What follows belongs to an exercise in optimizing a design on an open flow for small area; a production flow would make more cautious choices. The RTL was checked by simulation tests, not by an equivalence proof against the original design. Power is estimated from default activity; no workload was simulated.

`run.sh`:
```
#!/bin/bash
# synth_recipe.tcl (not shown) runs the flow's synth.tcl, then flattens the netlist and writes it again
# the make line also repeats each setting of config.mk as NAME=value (left out here)
make -C /OpenROAD-flow-scripts/flow DESIGN_CONFIG=/design/flow/config.mk WORK_HOME=/design/flow/orfs CLKGATE_MAP_FILE= SYNTH_SCRIPT=/design/flow/synth_recipe.tcl finish
```
`config.mk`:
```
export PLATFORM = sky130hd
export DESIGN_NAME = video_core
export DESIGN_NICKNAME = video_core
export VERILOG_FILES = /design/flow/design.v
export SDC_FILE = /design/flow/constraint.sdc
export NUM_CORES = 4
export LEC_CHECK = 0
export CAP_MARGIN = 20
export CORE_MARGIN = 2
export CORE_UTILIZATION = 40
export PLACE_DENSITY = 0.6
export SLEW_MARGIN = 20
```
`constraint.sdc`:
```
create_clock -name core_clock -period 10.0 [get_ports {clk}]
set_input_delay 2.0000 -clock core_clock [delete_from_list [all_inputs] [get_ports {clk}]]
set_output_delay 2.0000 -clock core_clock [all_outputs]
set_load 0.01 [all_outputs]
```
`design.v`:
```
`timescale 1ns / 1ps
module SAA7113_decode(
							reset,llck,vpo,capture,error,flag, Img_mean,Iris_int,
							RAM_OE,RAM_WE,RAM_CE,laddr,ldata,
							enhance_enable, 
							addr_4newtable, data_4newtable,
							max_gray
							,vpo_dly,vpo_dly1,vpo_dly2
							);
		input reset;
		input llck;				 
		input [7:0] vpo;		 
		input capture;			 
		output error;				 
		output RAM_OE;
		output RAM_WE;
		output RAM_CE;
		output [19:0] laddr;		 
		output [15:0] ldata;		 
		output	flag;
		output	Iris_int;
		output	[7:0] Img_mean;
		output	[7:0] max_gray;
		reg	[7:0] max_gray;
		reg	[7:0] max_gray_buff;
		input		enhance_enable;
		output	[9:0]	addr_4newtable;		 
		input		[7:0] data_4newtable;				 	
		output	[7:0]vpo_dly;
		output	[7:0]vpo_dly1;
		output	[7:0]vpo_dly2;
		reg	[7:0] data_enhanced;
		wire	[7:0]	addr_4newtable_tmp;
		reg	[7:0]	addr_4newtable_tmppp;
		assign	addr_4newtable = (512*(!flag)) + addr_4newtable_tmp; 
		reg Iris_int;
		reg	[31:0]Img_mean_buff;
		assign	Img_mean = (Img_mean_buff>>17);
		reg [19:0] laddr;
		reg [15:0] ldata;
		reg RAM_OE;
		reg RAM_WE;
		reg RAM_CE;
		reg [7:0]LB_data;
		reg error;																    
		reg		[7:0]	vpo_dly;
		reg		[7:0]	vpo_dly1;
		reg		[7:0]	vpo_dly2;
		always @ (posedge llck or negedge reset) 
		begin
			if(~reset)
			begin
				vpo_dly <= 0;
				vpo_dly1 <= 0;
				vpo_dly2 <= 0;
			end
			else 
			begin
				vpo_dly  <= vpo;
				vpo_dly1  <= vpo_dly;
				vpo_dly2  <= vpo_dly1;
			end		
		end
		reg [3:0] State;
		reg [3:0] returnState;
		parameter 	stIdle = 4'b0000;					 
		parameter	stWaitForEscape = 4'b0001;		 
		parameter	stCheckEscape1 = 4'b0010;		 
		parameter	stCheckEscape2 = 4'b0011;		 
		parameter	stCheckForNewPage = 4'b0100;	 
		parameter	stCheckForFirstLine = 4'b0101; 
		parameter	stChromaBlue = 4'b0110;			 
		parameter	stLumaBlue = 4'b0111;			 
		parameter	stChromaRed = 4'b1000;			 
		parameter	stLumaRed = 4'b1001;				 
		parameter	stCheckForEndLine = 4'b1010;	 
		parameter	stCheckForNewLine = 4'b1011;	 
		parameter	stError = 4'b1100;				 
		reg [9:0] cntr_hori; 
		reg [9:0] cntr_vert; 
		reg [19:0] cntr_pixel;
		reg flag;
		reg field;
		assign	addr_4newtable_tmp = (enhance_enable && (State==stChromaBlue || State==stChromaRed))?vpo_dly:addr_4newtable_tmppp;
		wire [19:0] paraSUM_neg=(field==1'b0)? 20'h329FF :20'h653FF ; 
		always @(posedge llck or negedge reset)
		begin
			if (!reset)
				begin
					State <= stIdle;						
					returnState <= stIdle;							
					cntr_hori <= 10'h000;
					cntr_vert <= 10'h00;
					cntr_pixel <= 20'h00000;
					Img_mean_buff <= 32'h00000000;
					flag <= 1'b0;
					field <= 1'b0;
					Iris_int <= 1'b0;
					error <= 1'b0;
					RAM_OE <= 1'b1; 
					RAM_WE <= 1'b1;
					RAM_CE <= 1'b1;					
					max_gray <= 8'h00;
					max_gray_buff<=8'h00;
					addr_4newtable_tmppp <= 8'h00;
					laddr <=	20'h00000;	
				end
			else 
			begin
				case (State)
					stIdle: 
						begin
							if (capture == 1'b1)
								begin
									error <= 1'b0;											
									cntr_hori <= 10'h000; 
									cntr_vert <= 10'h000; 
									cntr_pixel <= 20'h00000;
									field <= 1'b0;
									flag <= ~flag;
									Img_mean_buff <= 32'h00000000;							
									Iris_int <= 1'b0;
									RAM_OE <= 1'b1; 
									RAM_WE <= 1'b1;
									RAM_CE <= 1'b1; 
									laddr	<= 20'h00000;
									max_gray<=max_gray_buff;
									State <= stWaitForEscape;	 
									returnState <= stCheckForNewPage; 
								end
							else
								State <= stIdle;
						end
					stWaitForEscape: 
						begin		
						if (vpo_dly1 == 8'hFF)
							begin	
							State <= stCheckEscape1;				
							end
						else
							State <= stWaitForEscape;
						end
					stCheckEscape1: 
						begin										
						if (vpo_dly1 == 8'h00)
								State <= stCheckEscape2;
						else
							State <= stError;
						end
					stCheckEscape2: 
						if (vpo_dly1 == 8'h00)
							State <= returnState;
						else
							State <= stError;
					stCheckForNewPage: 
						if (vpo_dly1[6:5] == 2'b01)  
							begin
								State <= stWaitForEscape;
								returnState <= stCheckForFirstLine;																			
								cntr_hori <= 10'h000; 
								cntr_vert <= 10'h000; 
								cntr_pixel <= 20'h00000;
							end
						else   
							begin
								State <= stWaitForEscape;
								returnState <= stCheckForNewPage;
							end
					stCheckForFirstLine: 
					begin
						if (vpo_dly1[6:4] == 3'b000)   
							begin
								State <= stChromaBlue;													
								RAM_CE <= 1'b0;														
							end
						else   
							begin
								State <= stWaitForEscape;
								returnState <= stCheckForFirstLine;
							end
					end
					stChromaBlue: 
					begin																	
						RAM_WE <= 1'b1; 						
						if (vpo_dly1 == 8'hFF)  
							begin
								State <= stCheckEscape1; 
								returnState <= stCheckForEndLine; 
							end
						else if (vpo_dly1 == 8'h00)
							State <= stError;			
						else  
							begin
								State <= stLumaBlue;	
								RAM_CE <= 1'b0;
								LB_data <= vpo_dly1;	
								cntr_hori <= cntr_hori+1;	 
								laddr <= (20'h32A00*(field)) +(720*(cntr_vert) + cntr_hori);
								addr_4newtable_tmppp<=addr_4newtable_tmp;																																																					 		
							end
					end
					stLumaBlue: 
						if ((vpo_dly1 !== 8'hFF) && (vpo_dly1 !== 8'h00))
							begin
								State <= stChromaRed;																							
								cntr_pixel <= cntr_pixel+1;
								if((field == 0)&&(cntr_hori>=104)&&(cntr_hori<616)&&(cntr_vert>=30)&&(cntr_vert<286))	
									Img_mean_buff <= Img_mean_buff + (vpo_dly1);
								if(vpo_dly1>=max_gray_buff)
									max_gray_buff <= vpo_dly1;
								RAM_WE <= 1'b0;
								ldata[7:0] <= LB_data;
								ldata[15:8] <=  (enhance_enable)? data_4newtable : (vpo_dly1);
							end
						else
							begin								
								State <= stError;
							end
					stChromaRed: 
					begin	
						RAM_WE <= 1'b1; 
						if ((vpo_dly1 !== 8'hFF) && (vpo_dly1 !== 8'h00))
							begin
								State <= stLumaRed;	
								LB_data <= vpo_dly1;		
								cntr_hori <= cntr_hori+1;	 
								laddr <= (20'h32A00*(field)) +(720*(cntr_vert) + cntr_hori);
								addr_4newtable_tmppp<=addr_4newtable_tmp;																										
							end
						else
							State <= stError;
					end
					stLumaRed: 
						if ((vpo_dly1 !== 8'hFF) && (vpo_dly1 !== 8'h00))
							begin
								State <= stChromaBlue;						
								cntr_pixel <= cntr_pixel+1;
								if((field == 0)&&(cntr_hori>=104)&&(cntr_hori<616)&&(cntr_vert>=30)&&(cntr_vert<286))	
									Img_mean_buff <= Img_mean_buff + (vpo_dly1);
								if(vpo_dly1>=max_gray_buff)
									max_gray_buff <= vpo_dly1;
								RAM_WE <= 1'b0;
								ldata[7:0] <= LB_data;
								ldata[15:8] <=  (enhance_enable)? data_4newtable : (vpo_dly1);
							end
						else
							State <= stError;
					stCheckForEndLine: 
					begin
						RAM_OE <= 1'b1; 
						RAM_WE <= 1'b1;
						RAM_CE <= 1'b1; 
						laddr	<= 20'h00000;						
						if (vpo_dly1[6:4] == 3'b111)  
							begin
								State <= stIdle;						
								field <= 0;
								cntr_hori <= 10'h000; 
								cntr_vert <= 10'h000; 
								cntr_pixel <= 20'h00000;
							end
						else if (vpo_dly1[6:4] == 3'b011)  
							begin
								State <= stWaitForEscape;
								returnState <= stCheckForNewLine; 
								field <= 1;
								Iris_int <= 1'b0;
								cntr_hori <= 10'h000;  
								cntr_vert <= 10'h000; 
								cntr_pixel <= 20'h00000;
							end
						else if (vpo_dly1[5:4] == 2'b01)  
								begin																		
									cntr_hori <= 10'h000;
									cntr_vert <= cntr_vert + 1;
									if((field == 0)&&(cntr_vert==286))
									begin	
										Iris_int <= 1'b1;
									end
									State <= stWaitForEscape;
									returnState <= stCheckForNewLine; 
								end
							else  
								State <= stError;
					end
					stCheckForNewLine: 
					begin						
						if (vpo_dly1[5:4] == 2'b00)
							begin
								State <= stChromaBlue; 
								RAM_CE <= 1'b0;	
 							end
						else	 
							begin
								State <= stWaitForEscape;
								returnState <= stCheckForNewLine;
							end
					end
					stError: 
						if (capture == 1'b1)
							begin
								State <= stIdle;
							end
						else
							begin
								RAM_OE <= 1'b1; 
								RAM_WE <= 1'b1;
								RAM_CE <= 1'b1; 
								laddr	<= 20'h00000;
								State <= stError;
								error <= 1'b1; 
							end
					default:
						State <= stError;
				endcase
			end
		end
endmodule
`timescale 1ns / 1ps
module adv7179_video_out(
								rst,					
								qd,
								clk,
								qd_out,
								clkout,
								field,
								data_saaSRAM,
								addr_saaSRAM,
								ce_saaSRAM,
								oe_saaSRAM,
								we_saaSRAM,
								config_done,
								video_zoom,
								cross_output,
								video_pip
								,qfv,qfv_cnt,qfv_cnt_2,qd_dly,qd_dly1
								);					
input		rst;
input		[7:0]	qd;
input		clk;
input		video_zoom;
input		cross_output;
input		video_pip;
input 	[15:0]data_saaSRAM;
output	[19:0]addr_saaSRAM;
output	ce_saaSRAM,oe_saaSRAM,we_saaSRAM;
output	[7:0]	qd_out; 
output   clkout;
output	field;
output	qfv;
output		[10:0]qfv_cnt;	 
output		[10:0]qfv_cnt_2;
output		[7:0]	qd_dly;
output		[7:0] qd_dly1;
input		config_done;
reg		ce_saaSRAM,oe_saaSRAM,we_saaSRAM;
wire		[19:0]addr_saaSRAM;
wire		[19:0]addr_saaSRAM_ZOOM;
wire		[19:0]addr_saaSRAM_PIP;
reg		[19:0]addr_saaSRAM_buff;
reg		video_pip_dly;
reg		video_pip_dly1;
	always @(posedge clk or negedge rst)
		begin
			if(!rst)
				begin
					video_pip_dly <= 1'b0;
					video_pip_dly1 <= 1'b0;
				end
			else
				begin
					video_pip_dly  <= video_pip;
					video_pip_dly1 <= video_pip_dly;	
				end	
		end
reg 		qfv;
reg		[10:0]qfv_cnt;	 
wire		[10:0]qfv_cnt_2;
reg		[7:0]	qd_dly,qd_dly1;
reg 		[7:0]	MP;
reg		[8:0] line_cnt;
wire 		clkout;
assign 	clkout = clk;
always @ (posedge clk or negedge rst) 
begin
	if(~rst)
	begin
		qd_dly <= 0;
		qd_dly1 <= 0;
	end
	else 
	begin
	qd_dly  <= qd;
	qd_dly1 <= qd_dly;
	end
end
reg video_zoom_dly;
reg video_zoom_dly1;
reg video_zoom_cmd;	
always @(posedge clk or negedge rst)
	begin
		if(!rst)
			begin
				video_zoom_dly <= 1'b0;
				video_zoom_dly1 <= 1'b0;
			end
		else
			begin
				video_zoom_dly  <= video_zoom;
				video_zoom_dly1 <= video_zoom_dly;	
			end	
	end
reg	flag_cross;
reg	error;
reg	field;
reg	[3:0]	STATE;
reg	[3:0] nextSTATE;
parameter stIdle			 		= 4'd0;
parameter stWaitForEscape 		= 4'd1;
parameter stCheckEscape1  		= 4'd2;
parameter stCheckEscape2  		= 4'd3;
parameter stCheckNEWpage   	= 4'd4;
parameter stCheckODD    		= 4'd5;
parameter stACTIVE    			= 4'd6;	
parameter stCheckForEndLine   = 4'd7;
parameter stCheckForNewLine   = 4'd8;
parameter stError 				= 4'd9;
reg [7:0] Y0,Y1;
reg [7:0] Cb,Cr;
reg [7:0] CbCr;	
assign qfv_cnt_2 = (qfv_cnt >> 1);
assign addr_saaSRAM_ZOOM = (qfv_cnt%8==0)?((20'h32A00*(field)) + 52020 + ((line_cnt>>1)*720) + (qfv_cnt_2>>1)):(addr_saaSRAM_buff+1); 
assign addr_saaSRAM = (video_zoom_dly1)? addr_saaSRAM_ZOOM: ((20'h32A00*(field)) + (line_cnt*720) + qfv_cnt_2 );	 
always @ (posedge clk or negedge rst)
begin
	if(!rst) 
		begin
			STATE <= stIdle;
			nextSTATE <= stIdle;
			qfv_cnt <= 11'b00000000000;
			qfv<=1'b0;
			line_cnt <= 9'h000;
			error <= 1'b0;
			MP <= 8'h00;
			ce_saaSRAM<=1'b1;
			oe_saaSRAM<=1'b1;
			we_saaSRAM<=1'b1;
			Y0	<= 8'h10;
			Y1	<= 8'h10;
			Cb	<= 8'h80; 
			Cr	<= 8'h80; 
			CbCr <= 8'h80;
			flag_cross  <= 0;
			addr_saaSRAM_buff <= 20'h00000;
			field <= 1'b0;
		end
	else
		begin
			case(STATE)
			stIdle:
					begin	
						if(config_done)
						begin
							STATE <= stWaitForEscape;
							nextSTATE <= stCheckNEWpage;
							qfv_cnt <= 11'b00000000000;
							qfv <= 1'b0;
							line_cnt <= 9'h000;
							error <= 1'b0;
							MP <= 8'h00;
							ce_saaSRAM<=1'b1;
							oe_saaSRAM<=1'b1;
							we_saaSRAM<=1'b1;
							Y0	<= 8'h10;
							Y1	<= 8'h10;
							Cb	<= 8'h80; 
							Cr	<= 8'h80; 
							CbCr <= 8'h80;
							flag_cross <= 0;
							field <= 1'b0;
						end
						else
						begin
							STATE <= stIdle;
							nextSTATE <= stIdle;
						end
					end
			stWaitForEscape: 			
					begin
						MP <= 8'h00;
						if(qd_dly==8'hff)
							STATE <= stCheckEscape1;
						else
							STATE <= stWaitForEscape;
					end
			stCheckEscape1:
					begin
						MP <= 8'h00;
						if(qd_dly==8'h00)
							STATE <= stCheckEscape2;
						else 
							STATE <= stError;
					end
			stCheckEscape2:	
					begin
						MP <= 8'h00;
						if(qd_dly==8'h00)
							STATE <= nextSTATE;
						else
							STATE <= stError;
					end
			stCheckNEWpage:
					begin
						MP <= 8'h00;
						if(qd_dly[6:5]==2'b01)
							begin
								STATE <= stWaitForEscape;
								nextSTATE <= stCheckODD;
							end
						else
							begin
								STATE <= stWaitForEscape;
								nextSTATE <= stCheckNEWpage;
							end	
					end
			stCheckODD:	
					begin
						MP <= 8'h00;
						if(qd_dly[6:4] == 3'b000)
							begin
								STATE <= stACTIVE;	 																
								field <= 1'b0;
								ce_saaSRAM<=1'b0;
								oe_saaSRAM<=1'b0;
								we_saaSRAM<=1'b1;
							end
						else
							begin
								STATE <= stWaitForEscape;
								nextSTATE <= stCheckODD;
							end
					end
			stACTIVE: 
					begin								
						if(qd_dly==8'hff)
							begin
								MP <= 8'h00;
								STATE <= stCheckEscape1;
								nextSTATE <= stCheckForEndLine;
							end	
						else
							begin					
								if(qfv_cnt == 11'd1439)
									begin					
										qfv_cnt <= 11'b00000000000;
										qfv <= 1'b0;												
										MP <= 8'h00;
										STATE <= stWaitForEscape;
										nextSTATE <= stCheckForEndLine;
									end
								else
									begin	  								
										qfv_cnt <= qfv_cnt + 1'b1;	
										qfv <= 1'b1;
										if(qfv_cnt%2==0)
											begin
												if( (cross_output == 1)&&(( (line_cnt == 144) && (qfv_cnt_2 >= 335) && (qfv_cnt_2 < 385) ) || ( (qfv_cnt_2 == 360) && (line_cnt > 134) && (line_cnt <= 154) )) )
													begin
														MP <= 8'h80;
													end
												else
												if(video_zoom_dly1) 
													begin
														if(qfv_cnt%8==0) 	
															begin													
																MP <= data_saaSRAM[7:0]; 
																Cb <= data_saaSRAM[7:0];
																Y0 <= data_saaSRAM[15:8];  
																addr_saaSRAM_buff<= addr_saaSRAM;
															end
														else
														if (qfv_cnt%8==2)
															begin
																MP <=data_saaSRAM[7:0]; 
																Cr <= data_saaSRAM[7:0];
																Y1 <= data_saaSRAM[15:8]; 
															end
														else
														if (qfv_cnt%8==4)
															MP <=189;  
														else
														if	(qfv_cnt%8==6)
															MP <= Cr;
													end														 
												else
													begin															
														MP <= 49;
													end																		
											end	
										else
											begin							
												if( (cross_output == 1)&&(( (line_cnt == 144) && (qfv_cnt_2 >= 335) && (qfv_cnt_2 < 385) ) || ( (qfv_cnt_2 == 360) && (line_cnt > 134) && (line_cnt <= 154) )) )
													begin
														MP <= (data_saaSRAM[15:8] > 128)? 20 : 220; 
													end
												else
												if(video_zoom_dly1)  
													begin
														if(qfv_cnt%8==1) 																	
															begin																			
																MP <= Y0;
															end
														else
														if(qfv_cnt%8==3)	 
															begin
																MP <= Y0;																			
															end
														else
														if(qfv_cnt%8==5)	 
															begin
																MP <= Y1;																			
															end
														else
														if(qfv_cnt%8==7)	 
															begin
																MP <= Y1;																			
															end		
													end
												else
													begin
														MP <= data_saaSRAM[15:8];
													end			
											end
										STATE <= stACTIVE;
									end
							end
					end
			stCheckForEndLine:
					begin
						ce_saaSRAM<=1'b1;
						oe_saaSRAM<=1'b1;
						we_saaSRAM<=1'b1;
						MP <= 8'h00;
						if (qd_dly[6:4] == 3'b111)  
								begin
									STATE <= stIdle;						
								end
							else if (qd_dly[6:4] == 3'b011)  
								begin
									STATE <= stWaitForEscape;
									nextSTATE <= stCheckForNewLine;
									field <= 1'b1;
									line_cnt <= 9'h000;	
								end
							else if (qd_dly[5:4] == 2'b01)  
										begin																					
											STATE <= stWaitForEscape;
											nextSTATE <= stCheckForNewLine;
											line_cnt <= line_cnt+1;							
										end
									else 
										STATE <= stError;
					end
			stCheckForNewLine:
					begin
						MP <= 8'h00;
						if (qd_dly[5:4] == 2'b00)
							begin
								STATE <= stACTIVE; 
								ce_saaSRAM<=1'b0;
								oe_saaSRAM<=1'b0;
								we_saaSRAM<=1'b1;																												
							end
						else
							begin
								STATE <= stWaitForEscape;
								nextSTATE <= stCheckForNewLine;
							end
					end
			stError:
					begin
						MP <= 8'h00;
						if (config_done)
						begin
							STATE <= stIdle;
							nextSTATE <= stIdle;
						end
						else
						begin
							STATE <= stError;
							error <= 1'b1; 
							ce_saaSRAM<=1'b1;
							oe_saaSRAM<=1'b1;
							we_saaSRAM<=1'b1;
						end
					end
			default:
						STATE <= stError;
			endcase
		end			
end
wire	[7:0]	qd_out = (qfv)?MP:qd_dly1;
endmodule
`timescale 1ns / 1ps
module bus_control(
							sram_flag,
							data_CH1,addr_CH1,ce_CH1,oe_CH1,we_CH1,
							data_CH2,addr_CH2,ce_CH2,oe_CH2,we_CH2,
							sram1_Ab,sram1_Din,sram1_Dout,sram1_Doe,sram1_ce,sram1_we,sram1_oe,
							sram2_Ab,sram2_Din,sram2_Dout,sram2_Doe,sram2_ce,sram2_we,sram2_oe
							);
	input	sram_flag;
	input		[19:0] addr_CH1;
	input		ce_CH1;
	input		oe_CH1;
	input		we_CH1;
	output	[15:0]data_CH1;
	input		[19:0]addr_CH2;	
	input		ce_CH2;
	input		oe_CH2;
	input		we_CH2;
	input		[15:0]data_CH2;
	output [19:0] 	sram1_Ab;
	input  [15:0] 	sram1_Din;
	output [15:0] 	sram1_Dout;
	output			sram1_Doe;
	output			sram1_ce;
	output			sram1_we;
	output			sram1_oe;
	output [19:0] 	sram2_Ab;
	input  [15:0] 	sram2_Din;
	output [15:0] 	sram2_Dout;
	output			sram2_Doe;
	output			sram2_ce;
	output			sram2_we;
	output			sram2_oe;
	assign	sram1_Ab = (sram_flag)?addr_CH2:addr_CH1;
	assign	sram1_ce = (sram_flag)?ce_CH2:ce_CH1;	
	assign	sram1_we = (sram_flag)?we_CH2:we_CH1;
	assign	sram1_oe	= (sram_flag)?oe_CH2:oe_CH1;
	assign	sram1_Dout = data_CH2;
	assign	sram1_Doe = sram_flag;
	assign	sram2_Ab = (!sram_flag)?addr_CH2:addr_CH1;
	assign	sram2_ce = (!sram_flag)?ce_CH2:ce_CH1;	
	assign	sram2_we = (!sram_flag)?we_CH2:we_CH1;
	assign	sram2_oe	= (!sram_flag)?oe_CH2:oe_CH1;
	assign	sram2_Dout = data_CH2;
	assign	sram2_Doe = !sram_flag;
	assign 	data_CH1 = (sram_flag)?sram2_Din:sram1_Din;
endmodule
`timescale 1ns / 1ps
module video_core(
	input         clk,
	input         rst_n,
	input  [7:0]  vpo,
	input         config_done,
	input         enhance_enable,
	input         video_zoom,
	input         cross_output,
	output [9:0]  lut_addr,
	input  [7:0]  lut_data,
	output [19:0] sram_a_addr,
	output        sram_a_ce_n,
	output        sram_a_we_n,
	output        sram_a_oe_n,
	output [15:0] sram_a_dout,
	output        sram_a_doe,
	input  [15:0] sram_a_din,
	output [19:0] sram_b_addr,
	output        sram_b_ce_n,
	output        sram_b_we_n,
	output        sram_b_oe_n,
	output [15:0] sram_b_dout,
	output        sram_b_doe,
	input  [15:0] sram_b_din,
	output [7:0]  enc_data,
	output        frame_flag,
	output        decode_error,
	output [7:0]  img_mean,
	output        iris_int,
	output [7:0]  max_gray
);
wire        oe_wr, we_wr, ce_wr;
wire [19:0] addr_wr;
wire [15:0] data_wr;
wire        ce_rd, oe_rd, we_rd;
wire [15:0] data_rd;
wire [19:0] addr_rd;
SAA7113_decode decode_u(
	.reset(rst_n),
	.llck(clk),
	.vpo(vpo),
	.capture(config_done),
	.error(decode_error),
	.flag(frame_flag),
	.Img_mean(img_mean),
	.Iris_int(iris_int),
	.max_gray(max_gray),
	.RAM_OE(oe_wr),
	.RAM_WE(we_wr),
	.RAM_CE(ce_wr),
	.laddr(addr_wr),
	.ldata(data_wr),
	.enhance_enable(enhance_enable),
	.addr_4newtable(lut_addr),
	.data_4newtable(lut_data),
	.vpo_dly(),
	.vpo_dly1(),
	.vpo_dly2()
);
adv7179_video_out video_out_u(
	.rst(rst_n),
	.config_done(config_done),
	.qd(vpo),
	.clk(clk),
	.qd_out(enc_data),
	.clkout(),
	.field(),
	.qfv(),
	.qfv_cnt(),
	.qfv_cnt_2(),
	.qd_dly(),
	.qd_dly1(),
	.data_saaSRAM(data_rd),
	.addr_saaSRAM(addr_rd),
	.ce_saaSRAM(ce_rd),
	.oe_saaSRAM(oe_rd),
	.we_saaSRAM(we_rd),
	.video_zoom(video_zoom),
	.cross_output(cross_output),
	.video_pip(1'b0)
);
bus_control bus_u(
	.sram_flag(frame_flag),
	.data_CH1(data_rd),
	.addr_CH1(addr_rd),
	.ce_CH1(ce_rd),
	.oe_CH1(oe_rd),
	.we_CH1(we_rd),
	.addr_CH2(addr_wr),
	.data_CH2(data_wr),
	.ce_CH2(ce_wr),
	.oe_CH2(oe_wr),
	.we_CH2(we_wr),
	.sram1_Ab(sram_b_addr),
	.sram1_Din(sram_b_din),
	.sram1_Dout(sram_b_dout),
	.sram1_Doe(sram_b_doe),
	.sram1_ce(sram_b_ce_n),
	.sram1_we(sram_b_we_n),
	.sram1_oe(sram_b_oe_n),
	.sram2_Ab(sram_a_addr),
	.sram2_Din(sram_a_din),
	.sram2_Dout(sram_a_dout),
	.sram2_Doe(sram_a_doe),
	.sram2_ce(sram_a_ce_n),
	.sram2_we(sram_a_we_n),
	.sram2_oe(sram_a_oe_n)
);
endmodule
```
==> impl_metrics.py <==
metrics = {
    "status": {
        "outcome": "no timing/DRC/antenna violations",
    },
    "sta": {
        "finClkSkew_ns": 0.0161,
        "slew_headroom_pct": 29.0,
        "finalHoldViolations": 0,
        "clock.fmax_ghz": 0.121,
        "period_minus_slack_ns": 8.25,
        "rsz0062_at_grt": "false",
        "tightest_slew_ns": 1.06,
        "setup_viol_count_final": 0,
        "timing.hold.ws_ns": 0.419,
        "final.setup.tns_ns": 0,
        "period_share_pct": 82.5,
        "slew_viol_final": 0,
    },
    "synth": {
        "synth-edff-count": 24,
        "yosysTopAreaCellShare_pct": 28.1,
        "seq_area_frac_synth_pct": 33.1,
        "synth_top_cell_by_area": "dfrtp_1",
        "yosysWarnings": 2,
        "avgSynthCellArea_um2": 9.04,
        "synthTopCellsByArea": "dfrtp_1 28%, ha_1 11%, mux2_2 5.3%, o21ai_0 4.7%, edfxtp_1 4.1%",
        "synth_ff_type": "dfrtp_1",
        "synth_area_um2": 17500,
        "async_reset_ff_share_pct": 89.4,
        "synth_cell_type_count": 100,
        "syn_nets": 2181,
        "synth_seq_cells": 227,
        "syn-instance-count": 1939,
    },
    "layout": {
        "fin_util_pct": 47.3,
        "ff_latch_area_um2": 5810,
        "final_cell_mix": "196 x dfrtp_1, 169 x nand2_1, 168 x clkdlybuf4s50_1",
        "final_common_cell": "dfrtp_1",
        "syn2layout_area_growth_pct": 16.4,
        "multiInputGateArea_um2": 10600,
        "post-route-cell-area_um2": 20400,
        "layout-drive-gt1-share_pct": 9.25,
        "diodes": 0,
        "nets": 2276,
        "fillers": 4146,
    },
    "placement": {
        "gp_congestion": 0.867,
        "placed_area_um2": 19500,
        "place_hpwl_mm": 35.4,
        "numPortBuffers": 169,
    },
    "setup_path": {
        "cp-start-kind": "flop",
        "cp-startpoint": "video_out_u.line_cnt[1]$_DFFE_PN0P_",
        "rrSetupSlack_ns": 4.79,
        "slowest_delay_ns": 0.57,
        "reg2regPathDepth": 22,
        "cp_max_fo": 11,
        "path_depth": 23,
        "r2r-end": "video_out_u.addr_saaSRAM_buff[19]$_DFFE_PN0P_",
        "worstPathRequired_ns": 8.00,
        "worstPathCellList": "ha_1, ha_1, inv_1, fa_1, inv_1, ha_1, a21oi_1, nor2_1, o21ai_0, o21ai_0, a21oi_1, o21bai_1, xnor2_1, ha_1, a21o_1, a21o_1, nand2_1, o211ai_1, or4_1, nand3_1, o21ai_0, o21ai_0, clkdlybuf4s50_1",
        "r2r_start": "video_out_u.line_cnt[1]$_DFFE_PN0P_",
        "crit_end": "sram_b_addr[18]",
        "cp.arrival_ns": 6.25,
        "crit_buf_inv": 3,
        "crit_type": "reg -> out",
        "cp-end-kind": "output pin",
        "critical_path.top_delay_family": "adder cells",
        "crit_slowest_cell": "fa_1",
    },
    "clock_network": {
        "cts_tree": "built",
        "clockBufferDepth": 3,
        "post_cts_buffers": 0,
        "worstSkewPairLatency_ns": 0.55,
        "clkSinkCount": 227,
        "ctsHoldBuffers": 0,
        "post_cts_resized": 0,
        "cts_htree_levels": 1,
        "numCtsBuffers": 26,
        "clkTransAtPathRegs_ns": 0.06,
        "cts_root_buffer": "clkbuf_16",
    },
    "route": {
        "drtIter0Drc": 833,
        "first_pass_iters": 5,
        "wire_per_inst_um": 17.8,
        "wl_mm": 47.1,
        "vias": 14300,
        "viasPerCell": 5.41,
        "ant_nets": 0,
        "drc": 0,
    },
    "floorplan": {
        "pin_count": 171,
        "die_x_um": 213,
        "dieArea_um2": 45500,
        "die_y_um": 213,
        "rows": 76,
        "start_util_pct": 40.6,
        "coreArea_um2": 43200,
    },
    "power_and_ir_drop": {
        "finalPower_mw": 4.77,
        "ir_worst_vdd_uv": 128,
        "power.density_nw_per_um2": 234,
        "cellLeakagePower_nw": 9.43,
    },
    "flow_run": {
        "cap_violations": 0,
    },
    "grt": {
        "grt.overflow.total": 0,
        "grt_first_pass_wirelength_mm": 74.1,
        "grt_max_degree": 97,
        "grt_pass1_vias": 13900,
        "grt_antenna_before_repair": 1,
        "grt.total_usage_pct": 20.4,
    },
    "min_path": {
        "hp-start": "decode_u.LB_data[2]$_DFFE_PP_",
        "hold_class": "reg -> reg",
    },
}
-- worst min path at each step --
stage                     depth (start not counted)  slack, ns                               endpoint
after floorplan                                   0       0.33  video_out_u.video_zoom_dly1$_DFF_PN0_
after global placement                            0       0.40            decode_u.ldata[2]$_DFFE_PP_
after detailed placement                          0       0.41            decode_u.ldata[1]$_DFFE_PP_
after CTS                                         0       0.42            decode_u.ldata[1]$_DFFE_PP_
after global routing                              0       0.43            decode_u.ldata[1]$_DFFE_PP_
final                                             0       0.42            decode_u.ldata[2]$_DFFE_PP_
-- cells in the mapped netlist (21+ instances only) --
| library cell | number |
|---|---|
| o21ai_0 | 164 |
| xor2_1 | 62 |
| edfxtp_1 | 24 |
| dfrtp_1 | 197 |
| nand3_1 | 47 |
| xnor2_1 | 51 |
| nor2_1 | 165 |
| buf_4 | 28 |
| and3_1 | 36 |
| mux2i_1 | 29 |
| ha_1 | 154 |
| clkbuf_1 | 52 |
| fa_1 | 34 |
| a21o_1 | 22 |
| nor3_1 | 28 |
| nand4_1 | 26 |
| nand2_1 | 169 |
| a21oi_1 | 105 |
| mux2_2 | 82 |
| buf_2 | 22 |
| inv_1 | 156 |
| nor2b_1 | 21 |
-- cell type report --
type / instances / share of cell area (%)
well taps: 585 / 3.59
inverters: 157 / 2.89
repair buffers: 178 / 8.64
multi-input cells: 1444 / 51.9
clock inverters: 9 / 0.589
flip-flops and latches: 227 / 28.5
clock buffers: 39 / 3.97
-- sequential cells by signal, summed over array words and instances (netlist names), 8 cells and up --
name	cells
decode_u.max_gray	8
decode_u.cntr_hori	10
video_out_u.qd_dly1	8
decode_u.LB_data	8
video_out_u.addr_saaSRAM_buff	20
video_out_u.qfv_cnt	11
video_out_u.Y0	8
decode_u.laddr	20
video_out_u.Cr	8
decode_u.Img_mean_buff	25
video_out_u.MP	8
decode_u.cntr_vert	10
video_out_u.Y1	8
video_out_u.line_cnt	9
video_out_u.qd_dly	8
decode_u.ldata	16
decode_u.addr_4newtable_tmppp	8
decode_u.max_gray_buff	8
-- per-stage QoR --
stage | instances | worst slack (ns)
2_1_floorplan | 1939 | 3.25
3_3_place_gp | 2591 | 2.43
3_5_place_dp | 2591 | 2.36
4_1_cts | 2639 | 1.76
5_1_grt | 2639 | 1.33
6_report | 2639 | 1.75
-- kinds of logic (layout without fill, tap and decap cells) --
family / Yosys count / after routing / synth area share, %
other: 1 / 1 / 0.0214
muxes: 121 / 121 / 7.76
AOI/OAI and AO/OA: 441 / 441 / 15.8
adders and majority gates: 188 / 188 / 14.9
and+or+nand+nor: 579 / 579 / 16.2
buffers and inverters: 268 / 383 / 6.54
DFF: 227 / 227 / 33.1
xor gates and xnor gates: 114 / 114 / 5.77
-- power breakdown --
part           switching (mW)  total, mW  internal, mW
Clock                   0.397       1.03         0.634
Combinational            1.42       2.52          1.10
Sequential              0.166       1.23          1.06
-- metal layers --
layer	share of wire, %	track usage, %
met1	44	27.2
met2	49	34.9
met3	3.6	2.46
met4	2.8	5.99
met5	0	0

==> static timing again, ports no longer ideal <==
No port has a modelled driver above. Below, the same layout with a new extraction and two added sets of constraints. Step 1 assumes that a clkbuf_16 drives the clock port and a buf_2 every other input. Step 2 moves the port delays by t, midway between the first and last clock arrival at a register: inputs arrive t later, outputs are due t later. That takes back most of the time a late clock gives input paths. Slacks: no drivers / after step 1 / after step 2; pairs: no drivers / after step 1.
shift t [ns]: 0.598
setup WS [ns]: 1.745 / 1.693 / 2.291
worst hold slack (ns): 0.419 / 0.419 / 0.419
slew at the worst register clock pin (ns): 0.07 / 0.07
pins driven straight from the clock port: 1
After both steps this run still meets setup and hold. The setup slack of this run moves by -0.052 ns with the drivers and by +0.546 ns with both steps.
